This design comes from an exercise in tuning for small area and a short achievable clock period on the open sky130 flow, not from production work. At most, simulation tests tie the RTL to the original design; equivalence was not proved. Power and IR drop assume default switching activity.

## run M
// pipelined_regfile_4stage
module pipelined_regfile_4stage(clk, rst, imem_addr, imem_rdata, dmem_addr, dmem_wdata, dmem_we, dmem_rdata, wb_en, wb_addr, wb_data);
clock: 9.0 ns
lec_check: 0
cap_margin: 20
core_margin: 2
core_utilization: 55
cts_cluster_diameter: 90
cts_cluster_size: 26
place_density: 0.7
slew_margin: 20
standard.sh (not shown) runs the stock make flow with config.mk's settings and CLKGATE_MAP_FILE= SYNTH_SCRIPT=/design/flow/synth_recipe.tcl, a recipe that flattens the netlist after the stock synthesis.
==> flow/flow/run.sh <==
#!/bin/bash
set -euo pipefail
export BUFFER_PORTS_ARGS="-buffer_cell sky130_fd_sc_hd__buf_4"
export SETUP_SLACK_MARGIN=5.5
bash standard.sh > standard.log 2>&1
Modified inputs, run R compared to run M
- CTS_CLUSTER_SIZE now 22, was 26
- CTS_CLUSTER_DIAMETER now 100, was 90
Findings:
When run R is set beside run M, its first-pass GRT wire length turns out to be 0.76% larger.
From run M to run R the numbers moved as follows: post-CTS setup buffer count went up by 4; post-layout total power was more or less identical; via count was more or less identical.
Diff run M -> run R: worst vdd rail ir drop higher, final routed wire length divided by cell count increased by about 0.64% relative to the old numbers, area occupied by multi-input gates neither gained nor lost much, portion of the clock cycle consumed by the worst path in the final layout fell by 0.55 points, share of power burned in combinational logic went down 0.3 points.

---

xenon:
pipelined_regfile_4stage again, from the RTL that the note above started with.
==> flow/config.mk <==
export PLATFORM = sky130hd
export DESIGN_NAME = pipelined_regfile_4stage
export DESIGN_NICKNAME = pipelined_regfile_4stage
export VERILOG_FILES = /design/flow/design.v
export SDC_FILE = /design/flow/constraint.sdc
export NUM_CORES = 4
export LEC_CHECK = 0
export CAP_MARGIN = 20
export CORE_MARGIN = 2
export CORE_UTILIZATION = 40
export CTS_CLUSTER_DIAMETER = 100
export CTS_CLUSTER_SIZE = 22
export PLACE_DENSITY = 0.6
export SLEW_MARGIN = 20
==> flow/constraint.sdc <==
create_clock -name core_clock -period 9.0 [get_ports {clk}]
set_input_delay 1.8000 -clock core_clock [delete_from_list [all_inputs] [get_ports {clk}]]
set_output_delay 1.8000 -clock core_clock [all_outputs]
set_load 0.01 [all_outputs]
Scripts as last shown in full above: flow/flow/run.sh
#### Input delta (cedar over xenon)
Settings: CTS_BUF_LIST now sky130_fd_sc_hd__clkbuf_8, previously not set; CTS_CLUSTER_DIAMETER now 80, was 100; CORE_UTILIZATION now 55, was 40; CTS_CLUSTER_SIZE now 16, was 22; PLACE_DENSITY now 0.7, was 0.6.
Worst reg2reg path depth up 2 in cedar wrt xenon
Diff cedar..xenon | number of buffers on the longest clock path | unchanged
cedar against xenon: final standard cell count with taps included and fillers excluded has decreased; register area has remained practically unchanged; wire length has decreased; area share of buffers outside the clock network has decreased.

---

Setup of before:
pipelined_regfile_4stage, a different RTL version from the one above (not shown whole).
Size in the first run: roughly 410 flip-flops.
Settings: LEC_CHECK=0, CAP_MARGIN=20, CORE_MARGIN=2, CORE_UTILIZATION=55, CTS_CLUSTER_DIAMETER=100, CTS_CLUSTER_SIZE=22, PLACE_DENSITY=0.7, SLEW_MARGIN=20; clock period 9.0 ns.
Scripts as last shown in full above: flow/flow/run.sh
diff inputs: before => after
-- flow/config.mk --
<<< before, line 10
export CORE_UTILIZATION = 55
>>> after, line 10
export CORE_UTILIZATION = 40
<<< before, line 13
export PLACE_DENSITY = 0.7
>>> after, line 13
export PLACE_DENSITY = 0.6
Results
Comparing before and after, post-route clock period utilization is lower on after. pc_q[11] as the worst setup path endpoint was reported by after, and b_q[1] by before. Side by side, clock group share of total power turned out higher in after than in before. Where maximum frequency is concerned, before is outperformed by after. after vs before: setup slack up in after. Taking before as the reference, in after global-route usage decreased by 6.8 points relative to the old numbers, global-route wire length before repair increased by 10% relative to the old numbers. after ends up with a total wirelength of the detailed-routed design that is 15% higher than in before. Area: after vs before -> after larger. [compare] base=before new=after: die area increased 37%, layout-stage area growth over the synthesis result increased 2.6 points.

---

== run A ==
pipelined_regfile_4stage, a different RTL version from the one above (not shown whole).
Size in the first run: ~390 flip-flops, roughly 0.024 mm^2 of cells after synthesis.
clock: 9.0 ns
lec_check: 0
cap_margin: 20
core_margin: 2
core_utilization: 40
place_density: 0.6
setup_slack_margin: 5
slew_margin: 20
run.sh (not shown) runs the stock make flow with config.mk's settings and CLKGATE_MAP_FILE= SYNTH_SCRIPT=/design/flow/synth_recipe.tcl, a recipe that flattens the netlist after the stock synthesis.
Stock flow here: none of the scripts above is used.
Input-level comparison between run B and run A:
diff --git a/flow/config.mk b/flow/config.mk
--- a/flow/config.mk
+++ b/flow/config.mk
@@ -8,6 +8,8 @@
 export CAP_MARGIN = 20
 export CORE_MARGIN = 2
-export CORE_UTILIZATION = 40
-export PLACE_DENSITY = 0.6
+export CORE_UTILIZATION = 55
+export CTS_BUF_LIST = sky130_fd_sc_hd__clkbuf_4
+export CTS_CLUSTER_SIZE = 20
+export PLACE_DENSITY = 0.7
 export SETUP_SLACK_MARGIN = 5
 export SLEW_MARGIN = 20
==> results.txt <==
Run B: full flow OK, the timing, DRC and antenna checks passed
Wire length of the first global-routing pass went down slightly going from run A to run B.
STATUS wire length after detailed routing: run B wins against run A
after synthesis and placement, the instance count of run B is below that of run A.
Compared with run A, areal power density over the cells in run B decreased by a few percent.
Comparing run B against run A, there is no change at all in cell area after synthesis.
Final period utilization is higher on run B
Inputs modified between run B and run C:
diff --git a/flow/config.mk b/flow/config.mk
--- a/flow/config.mk
+++ b/flow/config.mk
@@ -8,8 +8,6 @@
 export CAP_MARGIN = 20
 export CORE_MARGIN = 2
-export CORE_UTILIZATION = 55
-export CTS_BUF_LIST = sky130_fd_sc_hd__clkbuf_4
-export CTS_CLUSTER_SIZE = 20
-export PLACE_DENSITY = 0.7
-export SETUP_SLACK_MARGIN = 5
+export CORE_UTILIZATION = 40
+export PLACE_DENSITY = 0.6
+export SETUP_SLACK_MARGIN = 4
 export SLEW_MARGIN = 20
### Flow results
Of run B and run C, the lower worst relative slew slack belongs to run C. Looking only at non-clock buffer count, and setting everything else aside, the lower value of run B and run C goes to run C. Of run B and run C, the higher wire length per cell after detailed routing belongs to run B. Relative to run B, die area has increased by 0.016 mm^2 in run C. Combinational power down 7.3% in run C wrt run B. Compared with run B, run C shows global-route total usage across every layer lower by 11 points. Relative to run B, largest stage delay on the critical path increased by 0.06 ns in run C. As of run C, number of tapcells had risen by more than a quarter compared to run B.
No run of this note included a check of the RTL's function; only the layout flow was run.

---

fjord:
Another version of the RTL of pipelined_regfile_4stage (not shown whole).
For scale: ~0.024 mm² of cells after synthesis.
==> flow/config.mk <==
export PLATFORM = sky130hd
export DESIGN_NAME = pipelined_regfile_4stage
export DESIGN_NICKNAME = pipelined_regfile_4stage
export VERILOG_FILES = /design/flow/design.v
export SDC_FILE = /design/flow/constraint.sdc
export NUM_CORES = 4
export LEC_CHECK = 0
export CAP_MARGIN = 20
export CORE_MARGIN = 2
export CORE_UTILIZATION = 40
export PLACE_DENSITY = 0.6
export SETUP_SLACK_MARGIN = 5
export SLEW_MARGIN = 20
==> flow/constraint.sdc <==
create_clock -name core_clock -period 9.0 [get_ports {clk}]
set_input_delay 1.8000 -clock core_clock [delete_from_list [all_inputs] [get_ports {clk}]]
set_output_delay 1.8000 -clock core_clock [all_outputs]
set_load 0.01 [all_outputs]
standard.sh (not shown) runs the stock make flow with config.mk's settings and CLKGATE_MAP_FILE= SYNTH_SCRIPT=/design/flow/synth_recipe.tcl, a recipe that flattens the netlist after the stock synthesis.
==> flow/flow/run.sh <==
#!/bin/bash
# The standard layout (the standard.sh, standard synthesis included), with one change:
# the buffers that placement puts on every input and output port are buf_4 cells instead of
# the resizer's default pick (a slow clock-delay buffer). The make output goes to
# standard.log; ORFS keeps each step's log under orfs/logs/.
set -euo pipefail
export BUFFER_PORTS_ARGS="-buffer_cell sky130_fd_sc_hd__buf_4"
bash standard.sh > standard.log 2>&1
Setup changes, fjord to quartz
Settings: removing SETUP_SLACK_MARGIN (formerly 5).
==> flow/flow/run.sh <==
#!/bin/bash
set -euo pipefail
export BUFFER_PORTS_ARGS="-buffer_cell sky130_fd_sc_hd__buf_4"
export SETUP_SLACK_MARGIN=5.5
bash standard.sh > standard.log 2>&1
[summary]
quartz completed every stage of the flow, and the final layout passed the timing, DRC and antenna checks.
Summary of quartz over fjord: stage delay of the slowest cell on the critical path shows an increase of 0.05 ns, net switching power of the design shows an increase of about 0.9%, register-to-register slack shows an increase of 0.36 ns, sequential share of layout area shows a reduction of 0.87 points, number of cells on the worst reg-to-reg path shows a reduction of 4.
met2 track utilization from global routing for quartz: 1.9 points up relative to fjord
Compared with fjord, in quartz leakage power figure moved up, net total in the final layout +about 1%.
Function was not checked in any run of this note: the RTL went through the layout flow alone.

## separate check: timing with driven ports
Ports are ideal in the flow. The routed layouts listed here were re-timed in OpenROAD. Step 1, drivers: a clkbuf_16 drives clk and a buf_2 each remaining input, both assumed. Step 2, shift: input delay + t, output delay - t, t = (earliest + latest rising clock arrival at the registers) / 2. This alone moves slack from input paths to output paths. Slacks: ideal ports / drivers / drivers and shift; pairs: ideal ports / drivers.
run | t, ns | setup WS [ns] | hold WS [ns] | latest minus earliest clock arrival (ns) | worst slew at a driven data input, ns
run M | 0.625 | 5.428 / 5.446 / 4.820 | 0.339 / 0.339 / 0.339 | 0.035 / 0.035 | 0.08
run R | 0.659 | 5.478 / 5.500 / 4.843 | 0.337 / 0.337 / 0.337 | 0.022 / 0.023 | 0.06
xenon | 0.639 | 5.409 / 5.402 / 4.763 | 0.337 / 0.337 / 0.337 | 0.026 / 0.026 | 0.07
cedar | 0.671 | 5.501 / 5.514 / 4.845 | 0.339 / 0.339 / 0.339 | 0.049 / 0.049 | 0.06
before | 0.647 | 5.458 / 5.489 / 4.841 | 0.340 / 0.340 / 0.340 | 0.021 / 0.021 | 0.04
after | 0.645 | 5.490 / 5.505 / 4.860 | 0.334 / 0.334 / 0.334 | 0.068 / 0.069 | 0.06
run A | 0.664 | 4.753 / 4.753 / 4.383 | 0.346 / 0.346 / 0.346 | 0.033 / 0.034 | 0.04
run B | 0.970 | 4.728 / 4.728 / 4.130 | 0.331 / 0.331 / 0.331 | 0.091 / 0.091 | 0.05
run C | 0.649 | 4.097 / 4.097 / 3.594 | 0.353 / 0.353 / 0.353 | 0.025 / 0.026 | 0.04
fjord | 0.659 | 5.074 / 5.074 / 4.588 | 0.327 / 0.327 / 0.327 | 0.019 / 0.019 | 0.06
quartz | 0.639 | 5.429 / 5.414 / 4.978 | 0.318 / 0.318 / 0.318 | 0.032 / 0.032 | 0.06
After both steps every run listed still meets setup and hold. The setup slack of cedar, which loses most, moves by +0.013 ns with the drivers and by -0.656 ns with both steps.
